This is an optimization exercise on Yosys and OpenROAD, whose aim is small area and a short achievable clock period, not a production implementation.
RTL that was checked went through simulation tests only; none was proved equivalent to the original.

run A:
## systolic_array
module systolic_array #(
    parameter M           = 5,
    parameter N           = 3,
    parameter K           = 4,
    parameter DATA_WIDTH  = 32
) (
    input clk,
    input rst_n,
    input [DATA_WIDTH*M-1:0] X,
    input [DATA_WIDTH*K-1:0] W,
    output reg [DATA_WIDTH*M*K-1:0] Y,
    output done
);
Size: roughly 13000 cells after synthesis, about 930 I/O pins, roughly 0.12 mm2 of cells after synthesis.
clock: 8.5 ns
lec_check: 0
abc_area: 1
cap_margin: 20
core_margin: 2
core_utilization: 60
cts_cluster_diameter: 150
cts_cluster_size: 20
place_density: 0.7
setup_slack_margin: 5
slew_margin: 20
standard.sh (not shown) runs the stock make flow with config.mk's settings and CLKGATE_MAP_FILE= SYNTH_SCRIPT=/design/flow/synth_recipe.tcl, a recipe that flattens the netlist after the stock synthesis.
==> flow/flow/run.sh <==
#!/bin/bash
# The standard layout with two changes:
#  - input and output ports are buffered with plain buffers (buf_2) instead
#    of the delay cells buffer_ports picks by default;
#  - after the standard synthesis, fa_polarity.py complements some full
#    adders (a full adder is self-dual) so that fewer inverters are needed
#    between them; registers and all other cells are unchanged.
set -euo pipefail
export BUFFER_PORTS_ARGS="-buffer_cell sky130_fd_sc_hd__buf_2"
RES=orfs/results/${FLOW_PLATFORM}/systolic_array/base
bash standard.sh synth > make_synth.log 2>&1
python3 flow/fa_polarity.py $RES/1_2_yosys.v $RES/1_2_yosys.pol.v > fa_polarity.log 2>&1
cp $RES/1_2_yosys.v 1_2_yosys.standard.v
mv $RES/1_2_yosys.pol.v $RES/1_2_yosys.v
rm -f $RES/1_synth.odb $RES/1_synth.sdc
bash standard.sh > make_layout.log 2>&1
Other scripts of this flow, unchanged in this note and not shown: flow/flow/fa_polarity.py
Setup changes, run A to run B
--- a/flow/design.v
+++ b/flow/design.v
@@ -739,20 +739,22 @@
   wire ax408 = ac50 ^ ac156;
   wire ax409 = ac158 ^ ax402;
   wire ax410 = ax403 ^ ax404;
   wire ax411 = ax405 ^ ax406;
   wire ax412 = ax407 ^ ax408;
   wire ax413 = ax409 ^ ax410;
   wire ax414 = ac160 ^ ac162;
   wire ax415 = ac284 ^ ac286;
   wire ax416 = ax411 ^ ax412;
   wire ax417 = ax413 ^ ax414;
+  wire ax418 = ax415 ^ ax416;
+  wire ax419 = ac288 ^ ac390;
   reg ra_0_0;
   reg ra_0_1;
   reg ra_0_2;
   reg ra_1_0;
   reg ra_1_1;
   reg ra_2_0;
   reg ra_2_1;
   reg ra_2_2;
   reg ra_2_3;
   reg ra_3_0;
@@ -863,22 +865,20 @@
   reg ra_29_2;
   reg ra_29_3;
   reg ra_30_0;
   reg ra_30_1;
   reg ra_30_2;
   reg ra_30_3;
   reg ra_31_0;
   reg ra_31_1;
   reg ra_31_2;
   reg ra_31_3;
-  reg ra_31_4;
-  reg ra_31_5;
   always @(posedge clk) begin
     ra_0_0 <= neg0;
     ra_0_1 <= accm[0];
     ra_0_2 <= pp0_0;
     ra_1_0 <= accm[1];
     ra_1_1 <= pp0_1;
     ra_2_0 <= neg1;
     ra_2_1 <= accm[2];
     ra_2_2 <= pp0_2;
     ra_2_3 <= pp1_2;
@@ -986,26 +986,24 @@
     ra_28_2 <= as381;
     ra_28_3 <= as383;
     ra_29_0 <= ac382;
     ra_29_1 <= ac384;
     ra_29_2 <= as385;
     ra_29_3 <= as387;
     ra_30_0 <= ac386;
     ra_30_1 <= ac388;
     ra_30_2 <= as389;
     ra_30_3 <= as391;
-    ra_31_0 <= ax415;
-    ra_31_1 <= ax416;
-    ra_31_2 <= ac288;
-    ra_31_3 <= ac390;
-    ra_31_4 <= ac392;
-    ra_31_5 <= ax417;
+    ra_31_0 <= ax417;
+    ra_31_1 <= ax418;
+    ra_31_2 <= ac392;
+    ra_31_3 <= ax419;
   end
   wire bs1 = ra_2_0 ^ ra_2_1;
   wire bc2 = ra_2_0 & ra_2_1;
   wire bs3 = ra_3_0 ^ ra_3_1;
   wire bc4 = ra_3_0 & ra_3_1;
   wire bs5 = ra_4_0 ^ ra_4_1 ^ ra_4_2;
   wire bc6 = (ra_4_0 & ra_4_1) | (ra_4_0 & ra_4_2) | (ra_4_1 & ra_4_2);
   wire bs7 = ra_5_0 ^ ra_5_1 ^ ra_5_2;
   wire bc8 = (ra_5_0 & ra_5_1) | (ra_5_0 & ra_5_2) | (ra_5_1 & ra_5_2);
   wire bs9 = ra_6_0 ^ ra_6_1 ^ ra_6_2;
@@ -1115,26 +1113,24 @@
   wire bs113 = ra_27_3 ^ bc50 ^ bs51;
   wire bc114 = (ra_27_3 & bc50) | (ra_27_3 & bs51) | (bc50 & bs51);
   wire bs115 = ra_28_3 ^ bc52 ^ bs53;
   wire bc116 = (ra_28_3 & bc52) | (ra_28_3 & bs53) | (bc52 & bs53);
   wire bs117 = ra_29_3 ^ bc54 ^ bs55;
   wire bc118 = (ra_29_3 & bc54) | (ra_29_3 & bs55) | (bc54 & bs55);
   wire bs119 = ra_30_3 ^ bc56 ^ bs57;
   wire bc120 = (ra_30_3 & bc56) | (ra_30_3 & bs57) | (bc56 & bs57);
   wire bx121 = ra_31_0 ^ ra_31_1;
   wire bx122 = ra_31_2 ^ ra_31_3;
-  wire bx123 = ra_31_4 ^ ra_31_5;
-  wire bx124 = bx121 ^ bx122;
-  wire bx125 = bx123 ^ bc58;
-  wire bx126 = bx124 ^ bx125;
+  wire bx123 = bx121 ^ bx122;
+  wire bx124 = bc58 ^ bx123;
   wire [31:0] r0 = {bc120, bc118, bc116, bc114, bc112, bc110, bc108, bc106, bc104, bc102, bc100, bc98, bc96, bc94, bc92, bc90, bc88, bc86, bc84, bc82, bc80, bc78, bc76, bc74, bc72, bc70, bc68, bc66, bc64, bc62, bc60, ra_0_2};
-  wire [31:0] r1 = {bx126, bs119, bs117, bs115, bs113, bs111, bs109, bs107, bs105, bs103, bs101, bs99, bs97, bs95, bs93, bs91, bs89, bs87, bs85, bs83, bs81, bs79, bs77, bs75, bs73, bs71, bs69, bs67, bs65, bs63, bs61, bs59};
+  wire [31:0] r1 = {bx124, bs119, bs117, bs115, bs113, bs111, bs109, bs107, bs105, bs103, bs101, bs99, bs97, bs95, bs93, bs91, bs89, bs87, bs85, bs83, bs81, bs79, bs77, bs75, bs73, bs71, bs69, bs67, bs65, bs63, bs61, bs59};
   assign sum = r0 + r1;
   always @(posedge clk) acc <= sum;
 endmodule
 module systolic_array #(
     parameter M           = 5,
     parameter N           = 3,
     parameter K           = 4,
     parameter DATA_WIDTH  = 32
 ) (
     input clk,
Results
Between run A and run B, the maximum clock frequency figures differ only marginally.
Run B — data arrival time of the worst path 120 ps higher, run A as reference
Comparing run A with run B, the data-path buffer share of cell area in the final layout came out essentially unchanged.
The utilization of the core after routing of run B and that of run A are within noise of each other.
Run B: met1 layer usage reported by global route 3.7 points above run A
No run of this note included a check of the RTL's function; only the layout flow was run.

* * *

Setup of purple:
systolic_array, a different RTL version from the one above (not shown whole).
Size in the first run: roughly 13000 cells after synthesis, about 120000 µm² of cells after synthesis.
==> flow/config.mk <==
export PLATFORM = sky130hd
export DESIGN_NAME = systolic_array
export DESIGN_NICKNAME = systolic_array
export VERILOG_FILES = /design/flow/design.v
export SDC_FILE = /design/flow/constraint.sdc
export NUM_CORES = 8
export LEC_CHECK = 0
export ABC_AREA = 1
export CAP_MARGIN = 20
export CORE_MARGIN = 2
export CORE_UTILIZATION = 55
export CTS_CLUSTER_DIAMETER = 150
export CTS_CLUSTER_SIZE = 20
export PLACE_DENSITY = 0.65
export SETUP_SLACK_MARGIN = 5
export SLEW_MARGIN = 20
export SYNTH_HIERARCHICAL = 1
==> flow/constraint.sdc <==
create_clock -name core_clock -period 8.5 [get_ports {clk}]
set_input_delay 1.7000 -clock core_clock [delete_from_list [all_inputs] [get_ports {clk}]]
set_output_delay 1.7000 -clock core_clock [all_outputs]
set_load 0.01 [all_outputs]
==> flow/flow/run.sh <==
#!/bin/bash
# The standard layout with two changes:
#  - input and output ports are buffered with plain buffers (buf_1) instead
#    of the delay cells buffer_ports picks by default;
#  - after the standard synthesis, fa_polarity.py complements some full
#    adders (a full adder is self-dual) so that fewer inverters are needed
#    between them; registers and all other cells are unchanged.
set -euo pipefail
export BUFFER_PORTS_ARGS="-buffer_cell sky130_fd_sc_hd__buf_1"
RES=orfs/results/${FLOW_PLATFORM}/systolic_array/base
bash standard.sh synth > make_synth.log 2>&1
python3 flow/fa_polarity.py $RES/1_2_yosys.v $RES/1_2_yosys.pol.v > fa_polarity.log 2>&1
cp $RES/1_2_yosys.v 1_2_yosys.standard.v
mv $RES/1_2_yosys.pol.v $RES/1_2_yosys.v
rm -f $RES/1_synth.odb $RES/1_synth.sdc
bash standard.sh > make_layout.log 2>&1
Other scripts of this flow, unchanged in this note and not shown: flow/flow/fa_polarity.py
The following lists how orange was set up differently from purple:
diff --git a/flow/design.v b/flow/design.v
--- a/flow/design.v
+++ b/flow/design.v
@@ -78,37 +78,43 @@
     reg b2, b1, b0;
     begin
         for (k = 0; k < 16; k = k + 1) begin
             b2 = x[2*k+1];
             b1 = x[2*k];
             b0 = (k == 0) ? 1'b0 : x[(k == 0) ? 0 : 2*k-1];
             btwo[k] = (b2 & ~b1 & ~b0) | (~b2 & b1 & b0);
         end
     end
 endfunction
+wire [31:0] wsh [0:1];
+genvar c;
+generate
+    for (c = 0; c < 2; c = c + 1) begin : wcp
+        wcopy wc (.clk(clk), .d(wq0_d), .q(wsh[c]));
+    end
+endgenerate
 genvar i;
 generate
     for (i = 0; i < M; i = i + 1) begin : row
         reg [31:0] xr0;
         wire [31:0] xr1 = Y[32*(4*i+2) +: 32];
         wire [31:0] xr2 = Y[32*(4*i+3) +: 32];
         reg [15:0] eone, etwo;       
         wire [31:0] xr0_d = ldany ? X[32*i +: 32] : xr1;
         always @(posedge clk) begin
             xr0 <= xr0_d;
             eone <= bone(xr0_d);
             etwo <= btwo(xr0_d);
         end
         wire [31:0] sum;
         wire [31:0] x = xr0;
-        wire [31:0] w;
-        wcopy wc (.clk(clk), .d(wq0_d), .q(w));
+        wire [31:0] w = wsh[i * 2 / 5];
         wire uclr = clr[i];
         reg [31:0] acc;        
         wire [31:0] accm = uclr ? 32'd0 : acc;
         wire one0 = eone[0];
         wire two0 = etwo[0];
         wire neg0 = x[1];
         wire one1 = eone[1];
         wire two1 = etwo[1];
         wire neg1 = x[3];
         wire one2 = eone[2];
==> summary.txt <==
- orange against purple; layout filler cell count is down by a few percent.
- Fmax: orange vs purple, no meaningful difference
- Between purple and orange, setup slack is lower for orange, purple comes in above that.
- Between purple and orange, met2 track demand over resource in global routing increased.
- purple and orange ended up with nearly the same area fraction of clock buffers and clock inverters.
- Worst relative slew slack (lower): orange
- Row worst hold slack: orange higher / purple lower
- Looking at total length of routed wires across purple and orange, the one that comes out lower is purple.
- Final setup skew came out higher on orange than on purple.
- Measured against orange, the layout buffer count excluding clock buffers of purple comes out at 0.945 times the reference value.

[what the ideal ports hide]
The results above use ideal ports. As a check the final layouts listed here were re-extracted and re-timed, cells and wires unchanged.
Step 1 (the two cells are an assumption about what drives the block):
set clk [get_ports {clk}]
set_driving_cell -lib_cell sky130_fd_sc_hd__clkbuf_16 $clk
set_driving_cell -lib_cell sky130_fd_sc_hd__buf_2 [delete_from_list [all_inputs] $clk]
Step 2, shift: input delay + t, output delay - t, t = (earliest + latest rising clock arrival at the registers) / 2. This alone moves slack from input paths to output paths.
Three values: no drivers, after step 1, after step 2; two values: the first two.
run | t (ns) | setup slack, ns | worst setup path at the end | worst slew at a driven data input, ns
run A | 0.970 | 4.811 / 4.811 / 4.811 | register to register | 0.17
run B | 0.952 | 4.814 / 4.814 / 4.814 | register to register | 0.15
purple | 0.938 | 5.004 / 4.940 / 5.004 | register to register | 0.24
orange | 0.932 | 4.998 / 4.897 / 5.003 | register to register | 0.18
After both steps every run listed still meets setup and hold.
